This is an optimization exercise on Yosys and OpenROAD, whose aim is small area, a short achievable clock period and few clock cycles, not a production implementation.
In this exercise RTL edits were held to simulation tests only and were not proved equivalent to the original.

==> flow/design.v (outline; a module is shown in full before it is edited, if it fits) <==
// module Milestone1: 659 lines
// module m1_fa: 3 lines
// module m1_ha: 3 lines
module Milestone1(
		input  logic        CLOCK_50,
		input  logic        Resetn,
		input  logic        start,
		output logic        finish,
		input  logic [15:0] SRAM_read_data,
		output logic [17:0] SRAM_address,
		output logic [15:0] SRAM_write_data,
		output logic        SRAM_we_n
);
  // ...
==> flow/run.sh <==
#!/bin/bash
# synth_recipe.tcl (not shown) runs the flow's synth.tcl, then flattens the netlist and writes it again
# the make line also repeats each setting of config.mk as NAME=value (left out here)
make -C /OpenROAD-flow-scripts/flow DESIGN_CONFIG=/design/flow/config.mk WORK_HOME=/design/flow/orfs CLKGATE_MAP_FILE= SYNTH_SCRIPT=/design/flow/synth_recipe.tcl finish
==> flow/config.mk <==
export PLATFORM = sky130hd
export DESIGN_NAME = Milestone1
export DESIGN_NICKNAME = Milestone1
export VERILOG_FILES = /design/flow/design.v
export SDC_FILE = /design/flow/constraint.sdc
export NUM_CORES = 4
export LEC_CHECK = 0
export CAP_MARGIN = 20
export CORE_MARGIN = 2
export CORE_UTILIZATION = 40
export SETUP_SLACK_MARGIN = 5
export SLEW_MARGIN = 20
export SYNTH_HIERARCHICAL = 1
export SYNTH_MINIMUM_KEEP_SIZE = 0
==> flow/constraint.sdc <==
create_clock -name core_clock -period 11.5 [get_ports {CLOCK_50}]
set_input_delay 2.3000 -clock core_clock [delete_from_list [all_inputs] [get_ports {CLOCK_50}]]
set_output_delay 2.3000 -clock core_clock [all_outputs]
set_load 0.01 [all_outputs]
==> metrics.cfg, run 1 <==
[run_status]
status = timing/DRC/antenna clean

[cells_and_area]
multi_input_area_share_pct = 51.6
layout_commonest_cell = fa_1
seq_share_pct = 34.1
final_cells = 2828

[synthesis]
ys_top_cells_by_count = fa_1 (244), ha_1 (241), inv_1 (217), dfxtp_1 (169), edfxtp_1 (146)
async_flop_share_pct = 13.5
synth_edf_count = 146
yosysWarnings = 9
synth-seq-area-share_pct = 38.1
synth_adder_area_share_pct = 33.5

[grt]
antenna_found_initial = 0
grt.overflow.total = 0
grt_pass1_vias = 15056

[cts]
cts_setup_buffers = 0
clock_path_buffers = 3

[floorplanning]
tap_cells = 773
dieHeight_um = 247
dieWidth_um = 247

[sta]
drv_slew = 0
setup_violations = 0
rsz0062_at_grt = no
fin_skew_ns = 0.0175

[worst_hold_path]
min_path_type = reg -> reg

[routing]
num_vias = 14419
routed-wl-met3_um = 2780
ant_nets = 0

[setup_path]
r2r-end = ur[9]

Testbench counts, summed over its fixed seeds: cycles 775,684.
==> inputs of run 2 (changes only) <==
--- a/flow/design.v
+++ b/flow/design.v
@@ -111,38 +111,38 @@
 assign f_70 = f_46 | f_47;
 m1_ha u_f_71 (.a(f_48), .b(fa5[10]), .s(f_71), .co(f_72));
 assign f_73 = ~fa5[11];
 assign f_74 = fa5[11];
 assign fsum = {f_74, f_72, f_70, f_68, f_66, f_64, f_62, f_60, f_58, f_56, f_54, f_52, f_50, f_49, ge1[3], ge1[2], ge1[1], ge1[0]} + {1'b1, f_73, f_71, f_69, f_67, f_65, f_63, f_61, f_59, f_57, f_55, f_53, f_51, 1'b1, ge2[1], ge2[0], 1'b0, 1'b0};
 logic [7:0]  py, pyn;
 logic [9:0]  ur, vr;     
 logic [9:0]  xu, xv, xun, xvn;
-logic [11:0] sr_a, sr_b, sg_a, sg_b, sb_a, sb_b;
+logic [10:0] sr_a, sr_b, sg_a, sg_b, sb_a, sb_b;
 logic [15:0] sr_lo, sg_lo, sb_lo;
 logic        sr_c, sg_c, sb_c;
-logic [11:0] rr_a, rr_b, rg_a, rg_b, rb_a, rb_b;
+logic [10:0] rr_a, rr_b, rg_a, rg_b, rb_a, rb_b;
 logic        rr_c, rg_c, rb_c;
-logic [11:0] hr, hg, hb;
+logic [10:0] hr, hg, hb;
 logic [7:0]  cr, cg, cb;
-function automatic logic [7:0] clip(input logic [11:0] s);
-	clip = s[11] ? 8'd0 : ((|s[10:8]) ? 8'd255 : s[7:0]);
+function automatic logic [7:0] clip(input logic [10:0] s);
+	clip = s[10] ? 8'd0 : ((|s[9:8]) ? 8'd255 : s[7:0]);
 endfunction
 always_ff @(posedge CLOCK_50) begin
 	rr_a <= sr_a; rr_b <= sr_b; rr_c <= sr_c;
 	rg_a <= sg_a; rg_b <= sg_b; rg_c <= sg_c;
 	rb_a <= sb_a; rb_b <= sb_b; rb_c <= sb_c;
 end
 always_comb begin
 	pyn = ~py;
 	xu = {~ur[9], ur[8:0]}; xun = ~xu;
 	xv = {~vr[9], vr[8:0]}; xvn = ~xv;
-	hr = rr_a + rr_b + {11'd0, rr_c};
-	hg = rg_a + rg_b + {11'd0, rg_c};
-	hb = rb_a + rb_b + {11'd0, rb_c};
+	hr = rr_a + rr_b + {10'd0, rr_c};
+	hg = rg_a + rg_b + {10'd0, rg_c};
+	hb = rb_a + rb_b + {10'd0, rb_c};
 	cr = clip(hr);
 	cg = clip(hg);
 	cb = clip(hb);
 end
 logic csr_1, csr_2, csr_3, csr_4, csr_5, csr_6, csr_7, csr_8;
 logic csr_9, csr_10, csr_11, csr_12, csr_13, csr_14, csr_15, csr_16;
 logic csr_17, csr_18, csr_19, csr_20, csr_21, csr_22, csr_23, csr_24;
 logic csr_25, csr_26, csr_27, csr_28, csr_29, csr_30, csr_31, csr_32;
@@ -308,18 +308,18 @@
 m1_fa u_csr_173 (.a(csr_126), .b(csr_127), .c(csr_81), .s(csr_173), .co(csr_174));
 m1_fa u_csr_175 (.a(csr_128), .b(csr_129), .c(csr_85), .s(csr_175), .co(csr_176));
 assign csr_177 = ~(csr_130 ^ csr_131);
 assign csr_178 = csr_130 | csr_131;
 assign csr_179 = ~(csr_132 ^ csr_133);
 assign csr_180 = csr_132 | csr_133;
 m1_ha u_csr_181 (.a(csr_134), .b(xv[8]), .s(csr_181), .co(csr_182));
 assign {sr_c, sr_lo} = {1'b0, csr_160, csr_158, csr_156, csr_154, csr_152, csr_150, csr_148, csr_146, csr_144, csr_142, csr_140, csr_138, csr_136, csr_135, xvn[1], xvn[0]} + {1'b0, csr_161, csr_159, csr_157, csr_155, csr_153, csr_151, csr_149, csr_147, csr_145, csr_143, csr_141, csr_139, csr_137, 1'b1, 1'b0, 1'b1};
-assign sr_a = {1'b1, csr_182, csr_180, csr_178, csr_176, csr_174, csr_172, csr_170, csr_168, csr_166, csr_164, csr_162};
-assign sr_b = {1'b0, xv[9], csr_181, csr_179, csr_177, csr_175, csr_173, csr_171, csr_169, csr_167, csr_165, csr_163};
+assign sr_a = {csr_182, csr_180, csr_178, csr_176, csr_174, csr_172, csr_170, csr_168, csr_166, csr_164, csr_162};
+assign sr_b = {xv[9], csr_181, csr_179, csr_177, csr_175, csr_173, csr_171, csr_169, csr_167, csr_165, csr_163};
 m1_ha u_csg_1 (.a(py[5]), .b(py[3]), .s(csg_1), .co(csg_2));
 m1_ha u_csg_3 (.a(py[7]), .b(py[5]), .s(csg_3), .co(csg_4));
 m1_ha u_csg_5 (.a(py[6]), .b(py[4]), .s(csg_5), .co(csg_6));
 m1_ha u_csg_7 (.a(py[7]), .b(py[5]), .s(csg_7), .co(csg_8));
 m1_ha u_csg_9 (.a(pyn[7]), .b(py[0]), .s(csg_9), .co(csg_10));
 m1_ha u_csg_11 (.a(py[2]), .b(py[0]), .s(csg_11), .co(csg_12));
 m1_fa u_csg_13 (.a(py[3]), .b(py[1]), .c(xu[9]), .s(csg_13), .co(csg_14));
 m1_ha u_csg_15 (.a(xun[7]), .b(xun[2]), .s(csg_15), .co(csg_16));
@@ -432,18 +432,18 @@
 m1_fa u_csg_213 (.a(csg_166), .b(csg_167), .c(csg_121), .s(csg_213), .co(csg_214));
 m1_fa u_csg_215 (.a(csg_168), .b(csg_169), .c(csg_125), .s(csg_215), .co(csg_216));
 m1_fa u_csg_217 (.a(csg_170), .b(csg_171), .c(csg_129), .s(csg_217), .co(csg_218));
 m1_fa u_csg_219 (.a(csg_172), .b(csg_173), .c(csg_133), .s(csg_219), .co(csg_220));
 m1_fa u_csg_221 (.a(csg_174), .b(csg_175), .c(csg_137), .s(csg_221), .co(csg_222));
 m1_fa u_csg_223 (.a(csg_176), .b(csg_177), .c(xvn[8]), .s(csg_223), .co(csg_224));
 m1_ha u_csg_225 (.a(csg_178), .b(xvn[9]), .s(csg_225), .co(csg_226));
 assign {sg_c, sg_lo} = {1'b0, csg_204, csg_202, csg_200, csg_198, csg_196, csg_194, csg_192, csg_190, csg_188, csg_186, csg_184, csg_182, csg_180, csg_179, xvn[1], xvn[0]} + {1'b0, csg_205, csg_203, csg_201, csg_199, csg_197, csg_195, csg_193, csg_191, csg_189, csg_187, csg_185, csg_183, csg_181, 1'b1, 1'b0, 1'b1};
-assign sg_a = {1'b1, csg_226, csg_224, csg_222, csg_220, csg_218, csg_216, csg_214, csg_212, csg_210, csg_208, csg_206};
-assign sg_b = {1'b0, 1'b1, csg_225, csg_223, csg_221, csg_219, csg_217, csg_215, csg_213, csg_211, csg_209, csg_207};
+assign sg_a = {csg_226, csg_224, csg_222, csg_220, csg_218, csg_216, csg_214, csg_212, csg_210, csg_208, csg_206};
+assign sg_b = {1'b1, csg_225, csg_223, csg_221, csg_219, csg_217, csg_215, csg_213, csg_211, csg_209, csg_207};
 m1_ha u_csb_1 (.a(py[5]), .b(py[3]), .s(csb_1), .co(csb_2));
 m1_ha u_csb_3 (.a(py[6]), .b(py[4]), .s(csb_3), .co(csb_4));
 m1_fa u_csb_5 (.a(py[7]), .b(py[5]), .c(py[3]), .s(csb_5), .co(csb_6));
 m1_ha u_csb_7 (.a(pyn[4]), .b(xun[6]), .s(csb_7), .co(csb_8));
 m1_fa u_csb_9 (.a(pyn[5]), .b(xun[7]), .c(xun[5]), .s(csb_9), .co(csb_10));
 m1_ha u_csb_11 (.a(xu[2]), .b(xu[0]), .s(csb_11), .co(csb_12));
 m1_fa u_csb_13 (.a(pyn[6]), .b(xun[8]), .c(xun[6]), .s(csb_13), .co(csb_14));
 m1_ha u_csb_15 (.a(xu[3]), .b(xu[1]), .s(csb_15), .co(csb_16));
@@ -520,18 +520,18 @@
 assign csb_141 = ~(csb_96 ^ csb_97);
 assign csb_142 = csb_96 | csb_97;
 assign csb_143 = ~(csb_98 ^ csb_99);
 assign csb_144 = csb_98 | csb_99;
 m1_ha u_csb_145 (.a(csb_100), .b(xu[7]), .s(csb_145), .co(csb_146));
 assign csb_147 = ~xu[8];
 assign csb_148 = xu[8];
 assign {sb_c, sb_lo} = {1'b0, csb_126, csb_124, csb_122, csb_120, csb_118, csb_116, csb_114, csb_112, csb_110, csb_108, csb_106, csb_104, csb_102, csb_101, xun[1], xun[0]} + {1'b0, csb_127, csb_125, csb_123, csb_121, csb_119, csb_117, csb_115, csb_113, csb_111, csb_109, csb_107, csb_105, csb_103, xun[0], 1'b0, 1'b1};
-assign sb_a = {1'b1, csb_148, csb_146, csb_144, csb_142, csb_140, csb_138, csb_136, csb_134, csb_132, csb_130, csb_128};
-assign sb_b = {1'b0, xu[9], csb_147, csb_145, csb_143, csb_141, csb_139, csb_137, csb_135, csb_133, csb_131, csb_129};
+assign sb_a = {csb_148, csb_146, csb_144, csb_142, csb_140, csb_138, csb_136, csb_134, csb_132, csb_130, csb_128};
+assign sb_b = {xu[9], csb_147, csb_145, csb_143, csb_141, csb_139, csb_137, csb_135, csb_133, csb_131, csb_129};
 always_ff @(posedge CLOCK_50 or negedge Resetn) begin
 	if (!Resetn) begin
 		state     <= S_IDLE;
 		ph        <= 4'd0;
 		kcol      <= 7'd0;
 		ya        <= 16'd0;
 		rgb       <= 17'h03E00;
 		finish    <= 1'b0;
==> flow/flow/run.sh (new file) <==
#!/bin/bash
# Standard layout (unchanged synthesis), with timing repair aiming for a
# setup slack margin so that the achieved period, not just 11.5 ns, is
# optimised.  Each run writes its full output to a log of its own.
set -euo pipefail
bash standard.sh SETUP_SLACK_MARGIN=7.8 finish > standard.log 2>&1
==> flow/standard.sh (new file) <==
#!/bin/bash
# synth_recipe.tcl (not shown) runs the flow's synth.tcl, then flattens the netlist and writes it again
# the make line also repeats each setting of config.mk as NAME=value (left out here)
make -C /OpenROAD-flow-scripts/flow DESIGN_CONFIG=/design/flow/config.mk WORK_HOME=/design/flow/orfs CLKGATE_MAP_FILE= SYNTH_SCRIPT=/design/flow/synth_recipe.tcl "${@:-finish}"
==> flow/config.mk (replaced) <==
export PLATFORM = sky130hd
export DESIGN_NAME = Milestone1
export DESIGN_NICKNAME = Milestone1
export VERILOG_FILES = /design/flow/design.v
export SDC_FILE = /design/flow/constraint.sdc
export NUM_CORES = 4
export LEC_CHECK = 0
export CAP_MARGIN = 20
export CORE_MARGIN = 2
export CORE_UTILIZATION = 40
export SLEW_MARGIN = 20
export SYNTH_HIERARCHICAL = 1
export SYNTH_MINIMUM_KEEP_SIZE = 0
removed: flow/run.sh
==> metrics.cfg, run 2 <==
[floorplanning]
num_rows = 89  ; unchanged
die-area_mm2 = 0.0610  ; about the same
core_mm2 = 0.0587  ; unchanged
pin_count = 55  ; unchanged
dieHeight_um = 247  ; about the same
dieWidth_um = 247  ; about the same
initial_core_util_pct = 40.2  ; about the same

[sta]
tightest_slew_ns = 1.04  ; was 0.982 ns
fin_skew_ns = 0.0156  ; was 0.0175 ns
rsz0062_at_grt = yes  ; was no
setup_violations = 0  ; unchanged
hold_ws_ns = 0.435  ; was 0.440 ns
finalWorstPathRequiredPeriod_ns = 3.76  ; was 4.29 ns
fin_tns_setup_ns = 0  ; unchanged
drv_slew = 0  ; unchanged
hold_viol_final = 0  ; unchanged
finalCritPeriodShare_pct = 32.7  ; was 37.3%
slew_headroom_pct = 30.9  ; was 34.5%
fmax_mhz = 266  ; was 233 MHz

[setup_path]
crit_path_max_incr_delay_ns = 0.55  ; was 0.52 ns
critPathRequiredTime_ns = 11.80  ; was 11.93 ns
critPathMostFrequentCell = fa_1  ; unchanged
crit_fanout = 3  ; was 5
worst_setup_path_end_kind = flip-flop  ; unchanged
cp.arrival_ns = 4.06  ; was 4.73 ns
crit_chain = fa_1 -> fa_1 -> fa_1 -> ha_2 -> or4_4 -> o221ai_4 -> a211o_4 -> o211ai_4 -> o41a_4 -> a21oi_4 -> xnor2_2  ; was fa_1 -> fa_1 -> fa_1 -> ha_1 -> a41oi_1 -> o21ai_0 -> a41oi_1 -> o21ai_1 -> o41ai_4 -> o21ai_0 -> xnor2_1 -> nor2_1
path_class = reg -> reg  ; unchanged
slowest_stage = fa_1  ; unchanged
worst_setup_path_start_kind = flip-flop  ; unchanged

[cts]
cts_tree = built  ; unchanged
clock_path_buffers = 3  ; unchanged
clk_latency_ns = 0.56  ; was 0.58 ns
cts-root-buf = clkbuf_16  ; unchanged
cts_buffers = 41  ; was 42
cts_sinks = 364  ; unchanged
h-tree-depth = 2  ; unchanged
cts_hold_buf = 0  ; unchanged
path_clk_slew_ns = 0.06  ; about the same

[cells_and_area]
finalNetCount = 2621  ; was 2525
antenna_cells = 0  ; unchanged
finish.utilization_pct = 46.4  ; was 45.0%
layout-area-overhead-vs-synth_pct = 15.4  ; was 11.9%
final_area_mm2 = 0.0273  ; was 0.0264 mm^2
layout_commonest_cell = fa_1  ; unchanged
drive_above_1_share_pct = 14.1  ; was 9.20%
final_cell_mix = fa_1 (238), ha_1 (224), inv_1 (213)  ; was fa_1 (244), ha_1 (241), inv_1 (217)
top_regs = wu: 48 flops, wv: 48 flops, SRAM_address: 18 flops  ; unchanged

[grt]
grt.overflow.total = 0  ; unchanged
grt_pass1_vias = 15419  ; was 15056
grt_pass1_wl_um = 83000  ; was 84200 um
grt_max_degree = 50  ; unchanged
grt_usage_pct = 17.5  ; was 17.8%
antenna_found_initial = 2  ; was 0

[synthesis]
yosysTopAreaCellShare_pct = 20.7  ; about the same
syn_area_mm2 = 0.0236  ; about the same
synth-seq-area-share_pct = 38.1  ; about the same
ys.flop_type = dfxtp_1  ; unchanged
async_flop_share_pct = 13.5  ; unchanged
synth_top_area_cell = fa_1  ; unchanged
ys_top_cells_by_count = fa_1 (244), ha_1 (238), inv_1 (221), dfxtp_1 (169), edfxtp_1 (146)  ; was fa_1 (244), ha_1 (241), inv_1 (217), dfxtp_1 (169), edfxtp_1 (146)
yosys.cell_types.count = 73  ; was 80
yosysWarnings = 9  ; unchanged
synth_edf_count = 146  ; unchanged
synth.top_cells.by_area = fa_1 (21%), edfxtp_1 (19%), dfxtp_1 (14%), ha_1 (13%), dfrtp_1 (4.7%)  ; unchanged
syn_inst = 2007  ; was 1951
avgSynthCellArea_um2 = 11.8  ; was 12.1 um^2
syn_nets = 2508  ; was 2455
yosysMostFrequentCell = fa_1  ; unchanged
ys_ff_latch = 364  ; unchanged

[job]
drv_cap = 0  ; unchanged

[routing]
firstDrtPassIters = 5  ; was 7
drc = 0  ; unchanged
via_per_inst = 5.08  ; was 5.10
num_vias = 14856  ; was 14419
ant_nets = 0  ; unchanged
wire_per_inst_um = 18.0  ; was 18.6 um
initialDrtViolationCount = 844  ; was 969
routed_wl_um = 52500  ; was 52600 um

[placement]
io_buffer_count = 54  ; unchanged
gp_congestion = 0.914  ; was 0.884
placed_cell_area_mm2 = 0.0251  ; was 0.0250 mm^2
hpwl_um = 40200  ; was 41000 um

[worst_hold_path]
min_path_type = reg -> reg  ; unchanged

[run_status]
status = timing/DRC/antenna clean  ; unchanged

-- run 2: final timing paths --
check | cells after the start | start | end | slack (ns)
worst max-delay path | 11 | fe2[1] | vo[8] | 7.74
min in group asynchronous | 2 | Resetn | rgb[6] | 1.84
worst min register to register | 2 | vo[2] | vr[2] | 0.43
worst min-delay path | 2 | vo[2] | vr[2] | 0.43
max in group asynchronous | 2 | Resetn | fsel_v | 9.17
worst max register to register | 11 | fe2[1] | vo[8] | 7.74
-- run 2: cells by family after synthesis --
group | synth area share [%]
buffers and inverters | 4.18
and+or+nand+nor | 8.01
xor gates and xnor gates | 4.08
muxes | 3.54
DFF | 38.1
AOI/OAI and AO/OA | 8.73
adders and majority gates | 33.3
-- run 2: layer usage --
layer / vias to the layer above / GRT usage, % / wire length, um
met5: - / 0 / 19
met4: 4 / 4.50 / 1200
met3: 77 / 3.42 / 2270
met2: 265 / 28.5 / 25100
met1: 7427 / 23.9 / 23900
li1: 7083 / - / -
-- run 2: layout make-up --
class,count,area (um^2)
timing repair buffer,110,1060
tap,773,967
clock buffer,55,1110
inverter,222,855
fill,5280,31400
sequential,364,9030
clock inverter,20,235
multi-input combinational,1381,14000
-- run 2: critical path: cells and delay by family (launching register included) --
family	cells	cell delay, ns
fa+ha+maj	4	1.60
compound gates	5	1.07
simple gates	1	0.43
flops	1	0.32
xor+xnor	1	0.09
-- run 2: what timing repair did --
| action | CTS | global route |
|---|---|---|
| resized for setup | 64 | 80 |
| setup endpoints to repair | 67 | 29 |
| setup buffers | 15 | 23 |
| gates cloned | 2 | 1 |
| pin swaps | 9 | 18 |
-- run 2: modules after synthesis (local to each module, per instance) --
module / times used / area, um^2 / flops+latches
Milestone1: 1 / 18400 / 364
m1_fa: 231 / 20.0 / 0
m1_ha: 49 / 12.5 / 0
-- run 2: per-stage QoR --
stage / setup slack [ns] / cells
2_1_floorplan: 7.77 / 2007
3_5_place_dp: 7.31 / 2809
4_1_cts: 7.73 / 2901
6_report: 7.74 / 2925
5_1_grt: 7.64 / 2925
3_3_place_gp: 7.41 / 2809
Testbench counts of run 2, summed over its fixed seeds: cycles 775,684.
==> inputs of run 3 (changes only) <==
--- a/flow/config.mk
+++ b/flow/config.mk
@@ -5,6 +5,7 @@
 export SDC_FILE = /design/flow/constraint.sdc
 export NUM_CORES = 4
 export LEC_CHECK = 0
+export ABC_AREA = 1
 export CAP_MARGIN = 20
 export CORE_MARGIN = 2
 export CORE_UTILIZATION = 40
==> metrics.cfg, run 3 <==
[sta]
fin_ws_ns = 7.91  ; was 7.74 ns
tightest_slew_ns = 0.966  ; was 1.04 ns
finalCritPeriodShare_pct = 31.2  ; was 32.7%
fin_skew_ns = 0.0301  ; was 0.0156 ns
drv_slew = 0  ; unchanged
slew_headroom_pct = 35.6  ; was 30.9%
fmax_mhz = 279  ; was 266 MHz
finalWorstPathRequiredPeriod_ns = 3.59  ; was 3.76 ns
hold_viol_final = 0  ; unchanged
rsz0062_at_grt = yes  ; unchanged
setup_violations = 0  ; unchanged
fin_tns_setup_ns = 0  ; unchanged

[cts]
clock_path_buffers = 3  ; unchanged
cts_buffers = 43  ; was 41
cts_tree = built  ; unchanged
h-tree-depth = 2  ; unchanged
cts_hold_buf = 0  ; unchanged
clk_latency_ns = 0.60  ; was 0.56 ns
cts-root-buf = clkbuf_16  ; unchanged
path_clk_slew_ns = 0.06  ; about the same
cts_sinks = 364  ; unchanged

[setup_path]
cp.arrival_ns = 4.08  ; was 4.06 ns
crit_fanout = 8  ; was 3
crit_path_max_incr_delay_ns = 0.69  ; was 0.55 ns
path_class = reg -> reg  ; unchanged
crit_family = adder cells  ; unchanged
worst_setup_path_start_kind = flip-flop  ; unchanged
slowest_stage = dfxtp_1  ; was fa_1
crit_chain = inv_1 -> ha_1 -> fa_1 -> fa_1 -> fa_1 -> ha_1 -> a21oi_1 -> o21ai_0 -> o21bai_1  ; was fa_1 -> fa_1 -> fa_1 -> ha_2 -> or4_4 -> o221ai_4 -> a211o_4 -> o211ai_4 -> o41a_4 -> a21oi_4 -> xnor2_2
worst_setup_path_end_kind = flip-flop  ; unchanged
cp_num_buf_inv = 1  ; was 0
critPathRequiredTime_ns = 11.99  ; was 11.80 ns
critPathMostFrequentCell = fa_1  ; unchanged

[floorplanning]
die-area_mm2 = 0.0644  ; was 0.0610 mm^2
pin_count = 55  ; unchanged
initial_core_util_pct = 40.5  ; was 40.2%
core_mm2 = 0.0617  ; was 0.0587 mm^2
dieHeight_um = 254  ; was 247 um
num_rows = 91  ; was 89
dieWidth_um = 254  ; was 247 um

[routing]
num_vias = 17600  ; was 14856
drc = 0  ; unchanged
firstDrtPassIters = 6  ; was 5
routed_wl_um = 61500  ; was 52500 um
via_per_inst = 5.04  ; was 5.08
wire_per_inst_um = 17.6  ; was 18.0 um
initialDrtViolationCount = 985  ; was 844
ant_nets = 0  ; unchanged

[placement]
hpwl_um = 47200  ; was 40200 um
place_ws_ns = 7.32  ; was 7.31 ns
placed_cell_area_mm2 = 0.0264  ; was 0.0251 mm^2
io_buffer_count = 54  ; unchanged
gp_congestion = 0.905  ; was 0.914

[synthesis]
yosysTopAreaCellShare_pct = 19.6  ; was 20.7%
synth_edf_count = 146  ; unchanged
yosys.cell_types.count = 52  ; was 73
synth-seq-area-share_pct = 36.0  ; was 38.1%
ys.flop_type = dfxtp_1  ; unchanged
syn_area_mm2 = 0.0250  ; was 0.0236 mm^2
synth_top_area_cell = fa_1  ; unchanged
avgSynthCellArea_um2 = 10.0  ; was 11.8 um^2
syn_nets = 2997  ; was 2508
yosysMostFrequentCell = nand2_1  ; was fa_1
ys_top_cells_by_count = nand2_1 (433), inv_1 (380), fa_1 (244), ha_1 (238), nand3_1 (171)  ; was fa_1 (244), ha_1 (238), inv_1 (221), dfxtp_1 (169), edfxtp_1 (146)
synth.top_cells.by_area = fa_1 (20%), edfxtp_1 (18%), dfxtp_1 (14%), ha_1 (12%), nand2_1 (6.5%)  ; was fa_1 (21%), edfxtp_1 (19%), dfxtp_1 (14%), ha_1 (13%), dfrtp_1 (4.7%)
yosysWarnings = 9  ; unchanged
async_flop_share_pct = 13.5  ; unchanged
ys_ff_latch = 364  ; unchanged
syn_inst = 2496  ; was 2007

[cells_and_area]
finalNetCount = 3121  ; was 2621
final_cell_mix = nand2_1 (433), inv_1 (372), fa_1 (242)  ; was fa_1 (238), ha_1 (224), inv_1 (213)
final_area_mm2 = 0.0287  ; was 0.0273 mm^2
seq_area_mm2 = 0.00902  ; was 0.00903 mm^2
top_regs = wu: 48 flops, wv: 48 flops, SRAM_address: 18 flops  ; unchanged
layout_commonest_cell = nand2_1  ; was fa_1
layout-area-overhead-vs-synth_pct = 14.9  ; was 15.4%
multi_input_area_mm2 = 0.0146  ; was 0.0140 mm^2
antenna_cells = 0  ; unchanged
drive_above_1_share_pct = 10.7  ; was 14.1%
fillerInstances = 5802  ; was 5280

[worst_hold_path]
min_path_type = reg -> reg  ; unchanged

[grt]
grt_max_degree = 50  ; unchanged
grt_pass1_vias = 18209  ; was 15419
grt_usage_pct = 19.6  ; was 17.5%
grt_pass1_wl_um = 98400  ; was 83000 um
grt.overflow.total = 0  ; unchanged
antenna_found_initial = 0  ; was 2

[run_status]
status = timing/DRC/antenna clean  ; unchanged

[job]
drv_cap = 0  ; unchanged

==> run 3: cell count changes after synthesis, moves of 25 or more <==
cell      before  now
xor2_1        30   70
xnor2_1       80   21
a21o_1        30    5
inv_1        221  380
mux2_2        68   41
nand3_1       26  171
nand2b_1      26    0
clkbuf_1      35    4
nand2_1      132  433
==> run 3: routing by layer <==
metal	share of wire, %	wire (um)	vias to the layer above	GRT usage (%)
li1	-	-	8459	-
met1	47	28600	8595	27.0
met2	47	28700	455	32.6
met3	4.4	2690	91	2.31
met4	2.5	1530	0	5.36
met5	0	0	-	0
==> run 3: final cells by class <==
cell class	instances	share of cell area [%]
inverters	389	5.14
clock inverters	23	1.07
flip-flops and latches	364	31.5
clock buffers	55	4.20
multi-input cells	1708	50.8
repair buffers	114	3.69
well taps	837	3.65
==> run 3: logic make-up after synthesis <==
family	synth area share (%)
simple gates	14.0
fa+ha+maj	31.5
buf+inv	6.66
flops	36.0
compound gates	6.66
xor+xnor	3.26
mux	1.85
==> run 3: modules after synthesis (local to each module, per instance) <==
| module | cells | cell area, um^2 |
|---|---|---|
| m1_ha | 1 | 12.5 |
| Milestone1 | 2216 | 19700 |
| m1_fa | 1 | 20.0 |
==> run 3: worst min-delay path, delay by kind of cell, from the launching register on <==
| family | cells | cell delay [ns] |
|---|---|---|
| flops | 1 | 0.32 |
| simple gates | 2 | 0.09 |
==> run 3: through the flow <==
| stage | hold slack [ns] | instances | utilization [%] |
|---|---|---|---|
| detailed placement | 0.427 | 3359 | 42.8 |
| global route | 0.452 | 3490 | 46.5 |
| floorplan | 0.412 | 2496 | - |
| finish | 0.439 | 3490 | 46.5 |
| CTS | 0.441 | 3468 | 45.8 |
| global placement | 0.422 | 3359 | 42.8 |
==> run 3: worst paths after layout <==
path	start	end	slack (ns)	cells past startpoint
max	vr[1]	rg_c	7.91	9
min reg2reg	vo[4]	vr[4]	0.44	2
min in group asynchronous	Resetn	kcol[5]	1.82	2
max in group asynchronous	Resetn	fsel_v	9.21	2
max reg2reg	vr[1]	rg_c	7.91	9
min	vo[4]	vr[4]	0.44	2
==> run 3: repair_timing <==
item,4_1_cts,5_1_grt
resized for setup,51,61
gates cloned,2,1
endpoints found under the setup margin,57,62
pin swaps,2,12
buffers inserted,29,21

-- port drivers added, routing unchanged --
No port has a modelled driver above. Below, the same layouts with a new extraction and two added sets of constraints.
Step 1 (the two cells are an assumption about what drives the block):
set clk [get_ports {CLOCK_50}]
set_driving_cell -lib_cell sky130_fd_sc_hd__clkbuf_16 $clk
set_driving_cell -lib_cell sky130_fd_sc_hd__buf_2 [delete_from_list [all_inputs] $clk]
Step 2 times the ports against the registers' clock, not the clock port: input delays grow and output delays shrink by t, the midpoint of the rising clock arrivals with the driver on.
Three values: ideal, step 1, step 2; two values: the first two.
run | shift t [ns] | setup WS [ns] | worst hold slack (ns)
run 1 | 0.629 | 7.207 / 7.207 / 7.207 | 0.440 / 0.440 / 0.440
run 2 | 0.615 | 7.737 / 7.737 / 7.737 | 0.435 / 0.435 / 0.435
run 3 | 0.647 | 7.911 / 7.866 / 7.725 | 0.439 / 0.439 / 0.439
After both steps every run listed still meets setup and hold. For run 3, which loses most, drivers alone change the setup slack by -0.045 ns; drivers and shift together by -0.186 ns.
